Background: an optimization exercise with open tools, aiming at small area, a short achievable clock period and few clock cycles per item. Do not read the settings as production practice. Function was checked by simulation only, so behaviour that the tests miss may differ from the original.

== exp/fjord ==
==> flow/design.v <==
`timescale 1ns / 1ps
module rotr
    #(parameter BW = 64)
    (
        input [BW - 1:0] val,     
        input [5:0] n_1,          
        input [5:0] n_2,          
        output [BW - 1:0] out
    );
    assign out = ((val >> n_1) | (val << (BW - n_1))) ^ ((val >> n_2) | (val << (BW - n_2)));
endmodule
module ascon_xor (input a, input b, output y);
    assign y = a ^ b;
endmodule
module ascon_xnor (input a, input b, output y);
    assign y = ~(a ^ b);
endmodule
module ascon_orn (input a, input b, output y);
    assign y = a | ~b;
endmodule
module ascon_or (input a, input b, output y);
    assign y = a | b;
endmodule
module ascon_muxi (input s, input a, input b, output y);
    assign y = ~(s ? a : b);
endmodule
module ascon_c1 (input x1, input x2, input x3, output y);
    assign y = x1 ? ~(x3 & x2) : (x3 & ~x2);
endmodule
module ascon_c1i (input x1, input x2n, input x3, output y);
    assign y = x1 ? ~(x3 & ~x2n) : (x3 & x2n);
endmodule
module ascon_c3 (input x0, input x3, input x4, output y);
    assign y = (x3 & x0) | (x3 & ~x4) | (x0 & ~x4);
endmodule
module ascon_nxt (input ld, input d, input h, input q, input advn, input rn, output n);
    assign n = ~((advn | rn) & ~((ld & d) | (h & q)));
endmodule
module ascon_rd (input [4:0] s, input [4:0] x, output y);
    assign y = |(s & x);
endmodule
`timescale 1ns / 1ps
module round_counter (
    input            clk,
    input            rstn,
    input            en,       
    input            inc,      
    output reg [3:0] dout,     
    output reg       done,     
    output           adv,      
    output     [3:0] knext     
);
    assign adv   = rstn & ~en & inc & ~done;
    assign knext = (dout == 4'd11) ? 4'd0 : dout + 4'd1;
    always @(posedge clk) begin
        if (!rstn || en) begin
            dout <= 4'd0;
            done <= 1'b0;
        end else if (inc && !done) begin
            dout <= dout + 4'd1;
            if (dout == 4'd11)
                done <= 1'b1;
        end
    end
endmodule
`timescale 1ns / 1ps
module ascon_p_serial_multiround     
     #(parameter BW = 64) (
         input clk,
         input rstn,
         input en,                        
         input en_inc,                    
         input [2:0] slice_idx,           
         input [BW-1:0] slice_in,         
         output reg [BW-1:0] slice_out,   
         output done                      
     );
    reg  [BW-1:0] x0, x1, x2, x3, x4;
    wire [3:0]    round;
    wire [3:0]    knext;
    wire          adv;
    round_counter round_ctr (
        .clk(clk), .rstn(rstn), .en(en), .inc(en_inc),
        .dout(round), .done(done), .adv(adv), .knext(knext)
    );
    wire [7:0] kadd = {knext, knext};     
    wire [BW-1:0] d0, d1, d2, d3, d4n;    
    genvar i;
    generate
        for (i = 0; i < BW; i = i + 1) begin : g_sbox
            wire b0, b2, t0n, t2n, c0, c1, c2n, c3, e4, b4;
            ascon_xor  XB0(.a(x0[i]), .b(x4[i]), .y(b0));
            ascon_orn  T2 (.a(x3[i]), .b(x4[i]), .y(t2n));           
            if (i >= 4 && i < 8) begin : g_inv
                ascon_xnor XB2(.a(x2[i]), .b(x1[i]), .y(b2));
                ascon_or   T0 (.a(x1[i]), .b(x2[i]), .y(t0n));       
                ascon_c1i  C1 (.x1(x1[i]), .x2n(x2[i]), .x3(x3[i]), .y(c1));
            end else begin : g_pos
                ascon_xor  XB2(.a(x2[i]), .b(x1[i]), .y(b2));
                ascon_orn  T0 (.a(x1[i]), .b(x2[i]), .y(t0n));       
                ascon_c1   C1 (.x1(x1[i]), .x2(x2[i]), .x3(x3[i]), .y(c1));
            end
            ascon_xnor XC0(.a(b0), .b(t0n), .y(c0));                 
            ascon_xor  XC2(.a(b2), .b(t2n), .y(c2n));                
            ascon_c3   C3 (.x0(x0[i]), .x3(x3[i]), .x4(x4[i]), .y(c3));
            ascon_xnor XE4(.a(x3[i]), .b(x0[i]), .y(e4));
            ascon_xor  XB4(.a(x4[i]), .b(x3[i]), .y(b4));
            ascon_muxi C4 (.s(x1[i]), .a(e4), .b(b4), .y(d4n[i]));   
            ascon_xnor XD0(.a(c0), .b(d4n[i]), .y(d0[i]));           
            ascon_xor  XD1(.a(c1), .b(c0), .y(d1[i]));               
            ascon_xnor XD3(.a(c3), .b(c2n), .y(d3[i]));              
            assign d2[i] = c2n;                                      
        end
    endgenerate
    wire ld0 = rstn & en & (slice_idx == 3'd0);
    wire ld1 = rstn & en & (slice_idx == 3'd1);
    wire ld2 = rstn & en & (slice_idx == 3'd2);
    wire ld3 = rstn & en & (slice_idx == 3'd3);
    wire ld4 = rstn & en & (slice_idx == 3'd4);
    wire h0  = rstn & ~ld0 & ~adv;
    wire h1  = rstn & ~ld1 & ~adv;
    wire h2  = rstn & ~ld2 & ~adv;
    wire h3  = rstn & ~ld3 & ~adv;
    wire h4  = rstn & ~ld4 & ~adv;
    wire advn = ~adv;
    wire [BW-1:0] n0, n1, n2, n3, n4;
    generate
        for (i = 0; i < BW; i = i + 1) begin : g_lin
            wire p0, p1, p2, p3, p4;      
            wire r0, r1, r2, r3, r4;      
            wire e2;
            ascon_xor  P0(.a(d0[(i+19)%64]),  .b(d0[(i+28)%64]),  .y(p0));
            ascon_xor  P1(.a(d1[(i+61)%64]),  .b(d1[(i+39)%64]),  .y(p1));
            ascon_xor  P2(.a(d2[(i+1)%64]),   .b(d2[(i+6)%64]),   .y(p2));
            ascon_xor  P3(.a(d3[(i+10)%64]),  .b(d3[(i+17)%64]),  .y(p3));
            ascon_xor  P4(.a(d4n[(i+7)%64]),  .b(d4n[(i+41)%64]), .y(p4));
            ascon_xnor R0(.a(p0), .b(d0[i]),  .y(r0));
            ascon_xnor R1(.a(p1), .b(d1[i]),  .y(r1));
            if (i < 8) begin : g_rc
                ascon_xor  K2(.a(d2[i]), .b(kadd[i]), .y(e2));
            end else begin : g_norc
                assign e2 = d2[i];
            end
            ascon_xnor R2(.a(p2), .b(e2),     .y(r2));
            ascon_xnor R3(.a(p3), .b(d3[i]),  .y(r3));
            ascon_xor  R4(.a(p4), .b(d4n[i]), .y(r4));              
            ascon_nxt  N0(.ld(ld0), .d(slice_in[i]), .h(h0), .q(x0[i]), .advn(advn), .rn(r0), .n(n0[i]));
            ascon_nxt  N1(.ld(ld1), .d(slice_in[i]), .h(h1), .q(x1[i]), .advn(advn), .rn(r1), .n(n1[i]));
            ascon_nxt  N2(.ld(ld2), .d(slice_in[i]), .h(h2), .q(x2[i]), .advn(advn), .rn(r2), .n(n2[i]));
            ascon_nxt  N3(.ld(ld3), .d(slice_in[i]), .h(h3), .q(x3[i]), .advn(advn), .rn(r3), .n(n3[i]));
            ascon_nxt  N4(.ld(ld4), .d(slice_in[i]), .h(h4), .q(x4[i]), .advn(advn), .rn(r4), .n(n4[i]));
        end
    endgenerate
    always @(posedge clk) begin
        x0 <= n0; x1 <= n1; x2 <= n2; x3 <= n3; x4 <= n4;
    end
    wire [4:0] sel;
    assign sel[0] = (slice_idx == 3'd0);
    assign sel[1] = (slice_idx == 3'd1);
    assign sel[2] = (slice_idx == 3'd2);
    assign sel[3] = (slice_idx == 3'd3);
    assign sel[4] = (slice_idx == 3'd4);
    wire [BW-1:0] rd;
    generate
        for (i = 0; i < BW; i = i + 1) begin : g_rd
            ascon_rd RD(.s(sel), .x({x4[i], x3[i], x2[i], x1[i], x0[i]}), .y(rd[i]));
        end
    endgenerate
    always @(posedge clk)
        slice_out <= rd;
endmodule
export LEC_CHECK = 0
export CAP_MARGIN = 20
export CORE_MARGIN = 2
export CORE_UTILIZATION = 50
export GPL_ROUTABILITY_DRIVEN = 0
export PLACE_DENSITY = 0.72
export SETUP_SLACK_MARGIN = 1.9
export SLEW_MARGIN = 60
export SYNTH_HIERARCHICAL = 1
export SYNTH_MINIMUM_KEEP_SIZE = 0
create_clock -name core_clock -period 4.2 [get_ports {clk}]
standard.sh (not shown) runs the stock make flow with config.mk's settings and CLKGATE_MAP_FILE= SYNTH_SCRIPT=/design/flow/synth_recipe.tcl, a recipe that flattens the netlist after the stock synthesis.
==> flow/flow/run.sh <==
#!/bin/bash
# Layout flow: the standard ORFS flow (standard.sh, all steps from
# synthesis to the final DEF), with the port buffers made of plain
# sky130_fd_sc_hd__buf_2 cells instead of the delay buffers buffer_ports
# picks by default. Everything ORFS prints goes to run_standard.log here;
# each ORFS step also keeps its own log under orfs/logs/.
set -euo pipefail
export BUFFER_PORTS_ARGS="-buffer_cell sky130_fd_sc_hd__buf_2"
bash standard.sh > run_standard.log 2>&1
Having completed the whole flow, exp/fjord delivered a layout that passed the timing, DRC and antenna checks.
Testbench counts of exp/fjord, summed over its fixed seeds: cycles 6,576, items 384.
Here is what was changed in the inputs of exp/amber compared with exp/fjord.
# exp/fjord
export LEC_CHECK = 0
export CAP_MARGIN = 20
export CORE_MARGIN = 2
export CORE_UTILIZATION = 50
export GPL_ROUTABILITY_DRIVEN = 0
export PLACE_DENSITY = 0.72
export SETUP_SLACK_MARGIN = 1.9
export SLEW_MARGIN = 60
export SYNTH_HIERARCHICAL = 1
export SYNTH_MINIMUM_KEEP_SIZE = 0
create_clock -name core_clock -period 4.2 [get_ports {clk}]
# exp/amber
export LEC_CHECK = 0
export CAP_MARGIN = 20
export CORE_MARGIN = 2
export CORE_UTILIZATION = 65
export SETUP_SLACK_MARGIN = 2.2
export SLEW_MARGIN = 20
export SYNTH_HIERARCHICAL = 1
export SYNTH_MINIMUM_KEEP_SIZE = 0
create_clock -name core_clock -period 4.2 [get_ports {clk}]
==> flow/run.sh (new file) <==
#!/bin/bash
# synth_recipe.tcl (not shown) runs the flow's synth.tcl, then flattens the netlist and writes it again
# the make line also repeats each setting of config.mk as NAME=value (left out here)
make -C /OpenROAD-flow-scripts/flow DESIGN_CONFIG=/design/flow/config.mk WORK_HOME=/design/flow/orfs CLKGATE_MAP_FILE= SYNTH_SCRIPT=/design/flow/synth_recipe.tcl finish
removed: flow/flow/run.sh
removed: flow/standard.sh
global routing (5_1_grt): exp/amber exited with error. On number of enable flip-flop cells after synthesis, exp/amber tracks exp/fjord almost exactly. exp/amber vs exp/fjord, number of gates given a new drive strength after cts went up by 667. Number of H-tree levels delta (exp/amber -> exp/fjord): insignificant. Number of buffers inserted by post-CTS setup repair in exp/amber vs exp/fjord: up 112. Compared with exp/fjord, total instance count after detailed placement in exp/amber decreased by a few percent.
#### Input delta (exp/onyx over exp/amber)
# exp/amber
export LEC_CHECK = 0
export CAP_MARGIN = 20
export CORE_MARGIN = 2
export CORE_UTILIZATION = 65
export SETUP_SLACK_MARGIN = 2.2
export SLEW_MARGIN = 20
export SYNTH_HIERARCHICAL = 1
export SYNTH_MINIMUM_KEEP_SIZE = 0
create_clock -name core_clock -period 4.2 [get_ports {clk}]
# exp/onyx
export LEC_CHECK = 0
export CAP_MARGIN = 20
export CORE_MARGIN = 2
export CORE_UTILIZATION = 55
export PLACE_DENSITY = 0.75
export SETUP_SLACK_MARGIN = 1.9
export SLEW_MARGIN = 60
export SYNTH_HIERARCHICAL = 1
export SYNTH_MINIMUM_KEEP_SIZE = 0
create_clock -name core_clock -period 4.2 [get_ports {clk}]
==> flow/flow/run.sh (new file) <==
#!/bin/bash
# Layout flow: the standard ORFS flow (standard.sh, all steps from
# synthesis to the final DEF), with the port buffers made of plain
# sky130_fd_sc_hd__buf_2 cells instead of the delay buffers buffer_ports
# picks by default. Everything ORFS prints goes to run_standard.log here;
# each ORFS step also keeps its own log under orfs/logs/.
set -euo pipefail
export BUFFER_PORTS_ARGS="-buffer_cell sky130_fd_sc_hd__buf_2"
bash standard.sh > run_standard.log 2>&1
==> flow/standard.sh (new file) <==
#!/bin/bash
# synth_recipe.tcl (not shown) runs the flow's synth.tcl, then flattens the netlist and writes it again
# the make line also repeats each setting of config.mk as NAME=value (left out here)
make -C /OpenROAD-flow-scripts/flow DESIGN_CONFIG=/design/flow/config.mk WORK_HOME=/design/flow/orfs CLKGATE_MAP_FILE= SYNTH_SCRIPT=/design/flow/synth_recipe.tcl "${@:-finish}"
removed: flow/run.sh
### Flow results
- exp/onyx: flow completed, timing, DRC and antenna clean
- As far as number of I/O port buffers goes, exp/onyx and exp/amber are indistinguishable; the numbers are identical.
- Delta (exp/onyx minus exp/amber): final weighted congestion in routability-driven placement decreased 0.036, vertical die dimension increased 8.5%, unique cell type count in the Yosys netlist essentially unchanged, synthesized area essentially unchanged, instance area at placement increased 4.7%.
- In exp/onyx, the post-CTS setup repair buffer count came out 111 below the value in exp/amber.
- Die extent in x: exp/onyx higher than exp/amber
- Between exp/onyx and exp/amber, worst slack at placement is higher for exp/onyx, exp/amber comes in under that.
## Diff of input files: exp/garnet against exp/onyx
# exp/onyx
export LEC_CHECK = 0
export CAP_MARGIN = 20
export CORE_MARGIN = 2
export CORE_UTILIZATION = 55
export PLACE_DENSITY = 0.75
export SETUP_SLACK_MARGIN = 1.9
export SLEW_MARGIN = 60
export SYNTH_HIERARCHICAL = 1
export SYNTH_MINIMUM_KEEP_SIZE = 0
create_clock -name core_clock -period 4.2 [get_ports {clk}]
# exp/garnet
export LEC_CHECK = 0
export CAP_MARGIN = 20
export CORE_MARGIN = 2
export CORE_UTILIZATION = 50
export PLACE_DENSITY = 0.72
export SETUP_SLACK_MARGIN = 1.9
export SLEW_MARGIN = 20
export SYNTH_HIERARCHICAL = 1
export SYNTH_MINIMUM_KEEP_SIZE = 0
create_clock -name core_clock -period 4.2 [get_ports {clk}]
==> flow/run.sh (new file) <==
#!/bin/bash
# synth_recipe.tcl (not shown) runs the flow's synth.tcl, then flattens the netlist and writes it again
# the make line also repeats each setting of config.mk as NAME=value (left out here)
make -C /OpenROAD-flow-scripts/flow DESIGN_CONFIG=/design/flow/config.mk WORK_HOME=/design/flow/orfs CLKGATE_MAP_FILE= SYNTH_SCRIPT=/design/flow/synth_recipe.tcl finish
removed: flow/flow/run.sh
removed: flow/standard.sh
==> run summary <==
- Compared to exp/onyx, exp/garnet has core utilization of the finished layout 5.6 points lower.
- Relative to exp/onyx, global-route usage has decreased by 2.2 points in exp/garnet.
- The run showing the smaller average vias per placed instance is exp/garnet.
- Wire length of the first global-routing pass was higher in exp/garnet than in exp/onyx.
- [compare] base=exp/onyx new=exp/garnet: sequential share of cell area went down; setup slack after layout went down.
[inputs] exp/lagoon vs exp/garnet
# exp/garnet
export LEC_CHECK = 0
export CAP_MARGIN = 20
export CORE_MARGIN = 2
export CORE_UTILIZATION = 50
export PLACE_DENSITY = 0.72
export SETUP_SLACK_MARGIN = 1.9
export SLEW_MARGIN = 20
export SYNTH_HIERARCHICAL = 1
export SYNTH_MINIMUM_KEEP_SIZE = 0
create_clock -name core_clock -period 4.2 [get_ports {clk}]
# exp/lagoon
export LEC_CHECK = 0
export CAP_MARGIN = 20
export CORE_MARGIN = 2
export CORE_UTILIZATION = 50
export CTS_BUF_LIST = sky130_fd_sc_hd__clkbuf_16
export CTS_CLUSTER_DIAMETER = 85
export CTS_CLUSTER_SIZE = 25
export PLACE_DENSITY = 0.72
export SETUP_SLACK_MARGIN = 1.9
export SLEW_MARGIN = 60
export SYNTH_HIERARCHICAL = 1
export SYNTH_MINIMUM_KEEP_SIZE = 0
create_clock -name core_clock -period 4.2 [get_ports {clk}]
==> flow/flow/run.sh (new file) <==
#!/bin/bash
# Layout flow: the standard ORFS flow (standard.sh, all steps from
# synthesis to the final DEF), with the port buffers made of plain
# sky130_fd_sc_hd__buf_2 cells instead of the delay buffers buffer_ports
# picks by default. Everything ORFS prints goes to run_standard.log here;
# each ORFS step also keeps its own log under orfs/logs/.
set -euo pipefail
export BUFFER_PORTS_ARGS="-buffer_cell sky130_fd_sc_hd__buf_2"
bash standard.sh > run_standard.log 2>&1
==> flow/standard.sh (new file) <==
#!/bin/bash
# synth_recipe.tcl (not shown) runs the flow's synth.tcl, then flattens the netlist and writes it again
# the make line also repeats each setting of config.mk as NAME=value (left out here)
make -C /OpenROAD-flow-scripts/flow DESIGN_CONFIG=/design/flow/config.mk WORK_HOME=/design/flow/orfs CLKGATE_MAP_FILE= SYNTH_SCRIPT=/design/flow/synth_recipe.tcl "${@:-finish}"
removed: flow/run.sh
==> comparison <==
exp/lagoon: overall routing resource usage lower than exp/garnet. Area of the multi-input gates: exp/lagoon higher than exp/garnet. Status: combined flip-flop and latch cell area parity (exp/lagoon, exp/garnet). Fraction of met3 tracks used by global routing is higher on exp/garnet. The final reports for exp/lagoon and exp/garnet show cell count lower in the former. exp/lagoon went all the way through synthesis, placement and routing and the layout is clean on timing, DRC and antenna.

separate check: timing with driven ports:
The flow's constraints put no driver on any port. The routed layouts listed below were extracted and timed again, unchanged, in two steps.
Step 1, drivers: a clkbuf_16 drives clk and a buf_2 each remaining input, both assumed.
Step 2, shift: input delay + t, output delay - t, t = (earliest + latest rising clock arrival at the registers) / 2. This alone moves slack from input paths to output paths.
a / b / c = ideal / step 1 / step 2; a / b = the first two.
run	t, ns	setup slack, ns	worst setup path after step 2	clock arrival spread, ns	worst register clock-pin slew, ns
exp/fjord	0.676	1.443 / 1.443 / 1.341	input to register	0.037 / 0.038	0.07 / 0.07
exp/onyx	0.651	1.835 / 1.835 / 1.368	input to register	0.016 / 0.017	0.07 / 0.07
exp/garnet	0.657	1.790 / 1.790 / 1.324	input to register	0.028 / 0.027	0.06 / 0.06
exp/lagoon	0.671	1.847 / 1.847 / 1.406	input to register	0.025 / 0.025	0.11 / 0.11
After both steps every run listed still meets setup and hold. The setup slack of exp/onyx, which loses most, moves by 0.000 ns with the drivers and by -0.467 ns with both steps.
